From an optimization exercise on the open Yosys and OpenROAD flow, aimed at small area, a short achievable clock period and few clock cycles; shortcuts taken in it are not production practice.
The RTL was checked by simulation tests, not by an equivalence proof against the original design.
Power and IR drop assume default switching activity.

==> flow/design.v <==
module demosaic(clk, reset, in_en, data_in, wr_r, addr_r, wdata_r, rdata_r, wr_g, addr_g, wdata_g, rdata_g, wr_b, addr_b, wdata_b, rdata_b, done);
input clk;
input reset;
input in_en;
input [7:0] data_in;
output reg wr_r;
output reg [13:0] addr_r;
output reg [7:0] wdata_r;
input [7:0] rdata_r;
output reg wr_g;
output reg [13:0] addr_g;
output reg [7:0] wdata_g;
input [7:0] rdata_g;
output reg wr_b;
output reg [13:0] addr_b;
output reg [7:0] wdata_b;
input [7:0] rdata_b;
output reg done;
reg        fill;
reg [13:0] cnt;           
reg [6:0]  r;             
reg [7:0]  q;             
reg [1:0]  ph;            
reg        first;         
reg [7:0]  xq;            
reg [9:0]  p;             
reg [8:0]  yq, yq_prev;   
reg [7:0]  xn;            
wire       odd   = r[0];
wire [7:0] rd_v  = odd ? rdata_r : rdata_b;
wire [7:0] rd_h  = odd ? rdata_b : rdata_r;
wire [6:0] rm1 = r - 7'd1;
wire [6:0] rp1 = r + 7'd1;
wire [6:0] qc  = q[6:0];
wire [6:0] qm2 = qc - 7'd2;
wire [6:0] qm1 = qc - 7'd1;
wire [6:0] qp1 = qc + 7'd1;
wire       last  = q[7];
wire [6:0] r_n   = last ? rp1 : r;
wire [7:0] q_n   = last ? {7'd0, rp1[0]} : q + 8'd2;
wire       odd_n = r_n[0];
wire [9:0] g_sum  = p + {2'b0, rdata_g};
wire [9:0] v_sum  = {1'b0, yq_prev} + {1'b0, yq};
wire [8:0] h_sum  = {1'b0, xn} + {1'b0, rd_h};
reg        v_wr, h_wr;
reg [13:0] v_addr, h_addr;
reg [7:0]  v_wdata, h_wdata;
always @(*) begin
    v_wr = 1'b0; h_wr = 1'b0;
    v_addr = {rm1, qc}; h_addr = {r, qp1};
    v_wdata = 8'd0; h_wdata = h_sum[8:1];
    case (ph)
        2'd0: begin
            v_addr = {rp1, qc};
            h_wr = !first; h_addr = {r, qc};
        end
        2'd1: begin
            v_wr = !first; v_addr = {r, qm2}; v_wdata = yq_prev[8:1];
        end
        2'd2: begin
            v_wr = !first; v_addr = {r, qm1}; v_wdata = v_sum[9:2];
        end
        default: begin
            v_addr = {(last ? r : rm1), q_n[6:0]};
            h_addr = {r_n, q_n[6:0] + 7'd1};
        end
    endcase
end
always @(posedge clk) begin
    if (reset) begin
        fill <= 1'b0;
        cnt <= 14'd0;
        r <= 7'd0;
        q <= 8'd0;
        ph <= 2'd0;
        first <= 1'b1;
        done <= 1'b0;
        wr_r <= 1'b0;
        wr_g <= 1'b0;
        wr_b <= 1'b0;
        addr_r <= 14'd0;
        addr_g <= 14'd0;
        addr_b <= 14'd0;
    end else if (!fill) begin
        wr_r <= 1'b0;
        wr_g <= 1'b0;
        wr_b <= 1'b0;
        if (in_en) begin
            addr_r <= cnt;
            addr_g <= cnt;
            addr_b <= cnt;
            wdata_r <= data_in;
            wdata_g <= data_in;
            wdata_b <= data_in;
            case ({cnt[7], cnt[0]})
                2'b00, 2'b11: wr_g <= 1'b1;
                2'b01: wr_r <= 1'b1;
                default: wr_b <= 1'b1;
            endcase
            cnt <= cnt + 14'd1;
            if (cnt == 14'h3fff) begin
                fill <= 1'b1;
                ph <= 2'd3;
                r <= 7'd127;
                q <= 8'h80;
            end
        end
    end else if (!done) begin
        ph <= ph + 2'd1;
        case (ph)
            2'd0: begin
                xq <= rdata_g;
                wdata_g <= g_sum[9:2];
                wr_g <= !first;
                addr_g <= {r, qm1};
            end
            2'd1: begin
                wr_g <= 1'b0;
                addr_g <= {rm1, qp1};
            end
            2'd2: begin
                p <= {2'b0, xq} + {2'b0, rdata_g};
                addr_g <= {rp1, qp1};
            end
            default: begin
                p <= g_sum;
                wr_g <= 1'b0;
                addr_g <= {r_n, q_n[6:0]};
            end
        endcase
        case (ph)
            2'd0: begin
                yq_prev <= yq;
                yq <= {1'b0, rd_v};
                xn <= rd_h;
            end
            2'd1: yq <= yq + {1'b0, rd_v};
            default: ;
        endcase
        if (ph == 2'd3) begin
            q <= q_n;
            r <= r_n;
            first <= last;
            if (last && r == 7'd127 && !first) done <= 1'b1;
        end
        if ((ph == 2'd3) ? odd_n : odd) begin
            wr_r <= v_wr; addr_r <= v_addr; if (v_wr) wdata_r <= v_wdata;
            wr_b <= h_wr; addr_b <= h_addr; if (h_wr) wdata_b <= h_wdata;
        end else begin
            wr_b <= v_wr; addr_b <= v_addr; if (v_wr) wdata_b <= v_wdata;
            wr_r <= h_wr; addr_r <= h_addr; if (h_wr) wdata_r <= h_wdata;
        end
        if (ph == 2'd3 && last && r == 7'd127 && !first) begin
            wr_r <= 1'b0; wr_g <= 1'b0; wr_b <= 1'b0;
        end
    end
end
endmodule
export LEC_CHECK = 0
export CAP_MARGIN = 20
export CORE_MARGIN = 2
export CORE_UTILIZATION = 40
export PLACE_DENSITY = 0.6
export SLEW_MARGIN = 20
create_clock -name core_clock -period 5.0 [get_ports {clk}]
run.sh (not shown) runs the stock make flow with config.mk's settings and CLKGATE_MAP_FILE= SYNTH_SCRIPT=/design/flow/synth_recipe.tcl, a recipe that flattens the netlist after the stock synthesis.
Testbench counts at the start, summed over its fixed seeds: cycles 794,640.
Next try:
--- a/flow/design.v
+++ b/flow/design.v
@@ -17,7 +17,6 @@
 input [7:0] rdata_b;
 output reg done;
 reg        fill;
-reg [13:0] cnt;           
 reg [6:0]  r;             
 reg [7:0]  q;             
 reg [1:0]  ph;            
@@ -48,7 +47,7 @@
 always @(*) begin
     v_wr = 1'b0; h_wr = 1'b0;
     v_addr = {rm1, qc}; h_addr = {r, qp1};
-    v_wdata = 8'd0; h_wdata = h_sum[8:1];
+    v_wdata = v_sum[9:2]; h_wdata = h_sum[8:1];
     case (ph)
         2'd0: begin
             v_addr = {rp1, qc};
@@ -58,7 +57,7 @@
             v_wr = !first; v_addr = {r, qm2}; v_wdata = yq_prev[8:1];
         end
         2'd2: begin
-            v_wr = !first; v_addr = {r, qm1}; v_wdata = v_sum[9:2];
+            v_wr = !first; v_addr = {r, qm1};
         end
         default: begin
             v_addr = {(last ? r : rm1), q_n[6:0]};
@@ -69,7 +68,6 @@
 always @(posedge clk) begin
     if (reset) begin
         fill <= 1'b0;
-        cnt <= 14'd0;
         r <= 7'd0;
         q <= 8'd0;
         ph <= 2'd0;
@@ -82,35 +80,32 @@
         addr_g <= 14'd0;
         addr_b <= 14'd0;
     end else if (!fill) begin
-        wr_r <= 1'b0;
-        wr_g <= 1'b0;
-        wr_b <= 1'b0;
+        addr_r <= {r, qc};
+        addr_g <= {r, qc};
+        addr_b <= {r, qc};
+        wdata_r <= data_in;
+        wdata_g <= data_in;
+        wdata_b <= data_in;
+        wr_g <= in_en & (r[0] == qc[0]);
+        wr_r <= in_en & !r[0] & qc[0];
+        wr_b <= in_en & r[0] & !qc[0];
         if (in_en) begin
-            addr_r <= cnt;
-            addr_g <= cnt;
-            addr_b <= cnt;
-            wdata_r <= data_in;
-            wdata_g <= data_in;
-            wdata_b <= data_in;
-            case ({cnt[7], cnt[0]})
-                2'b00, 2'b11: wr_g <= 1'b1;
-                2'b01: wr_r <= 1'b1;
-                default: wr_b <= 1'b1;
-            endcase
-            cnt <= cnt + 14'd1;
-            if (cnt == 14'h3fff) begin
-                fill <= 1'b1;
-                ph <= 2'd3;
-                r <= 7'd127;
-                q <= 8'h80;
+            q[6:0] <= qp1;
+            if (qc == 7'd127) begin
+                if (r == 7'd127) begin
+                    fill <= 1'b1;
+                    ph <= 2'd3;
+                    q <= 8'h80;
+                end else
+                    r <= rp1;
             end
         end
     end else if (!done) begin
         ph <= ph + 2'd1;
+        wdata_g <= g_sum[9:2];
         case (ph)
             2'd0: begin
                 xq <= rdata_g;
-                wdata_g <= g_sum[9:2];
                 wr_g <= !first;
                 addr_g <= {r, qm1};
             end
@@ -144,11 +139,11 @@
             if (last && r == 7'd127 && !first) done <= 1'b1;
         end
         if ((ph == 2'd3) ? odd_n : odd) begin
-            wr_r <= v_wr; addr_r <= v_addr; if (v_wr) wdata_r <= v_wdata;
-            wr_b <= h_wr; addr_b <= h_addr; if (h_wr) wdata_b <= h_wdata;
+            wr_r <= v_wr; addr_r <= v_addr; wdata_r <= v_wdata;
+            wr_b <= h_wr; addr_b <= h_addr; wdata_b <= h_wdata;
         end else begin
-            wr_b <= v_wr; addr_b <= v_addr; if (v_wr) wdata_b <= v_wdata;
-            wr_r <= h_wr; addr_r <= h_addr; if (h_wr) wdata_r <= h_wdata;
+            wr_b <= v_wr; addr_b <= v_addr; wdata_b <= v_wdata;
+            wr_r <= h_wr; addr_r <= h_addr; wdata_r <= h_wdata;
         end
         if (ph == 2'd3 && last && r == 7'd127 && !first) begin
             wr_r <= 1'b0; wr_g <= 1'b0; wr_b <= 1'b0;
Result: Sequential power decreases by a little under a tenth. Sequential cell count decreases by 14. Worst setup slack gets better by 0.16 ns. Utilization hardly moves. Final cell count decreases by a few percent. Register-to-register slack gets better by 0.37 ns. Count of clock-buffer cells in the layout decreases by 3. Area after synthesis decreases by a few percent. Via count decreases by a few percent. Wire length decreases by a little under a tenth. Design area decreases by a few percent. Power decreases slightly.
Testbench counts after the change, summed over its fixed seeds: cycles 794,640.

static timing again, ports no longer ideal:
No port has a modelled driver above. Below, the same layouts with a new extraction and two added sets of constraints. Step 1 sets driving cells, clkbuf_16 on the clock port and buf_2 on the other inputs (assumed; they add their load-dependent delay and slew). Step 2 moves the port delays by t, midway between the first and last clock arrival at a register: inputs arrive t later, outputs are due t later. That takes back most of the time a late clock gives input paths. a / b / c = ideal / step 1 / step 2; a / b = the first two.
| run | t, ns | setup slack, ns | slew at the worst register clock pin (ns) |
|---|---|---|---|
| the first run | 0.475 | 1.403 / 1.403 / 1.254 | 0.07 / 0.07 |
| the second run | 0.484 | 1.566 / 1.592 / 1.108 | 0.07 / 0.07 |
After both steps setup and hold are still met in every run listed. For the second run, which loses most, drivers alone change the setup slack by +0.026 ns; drivers and shift together by -0.458 ns.
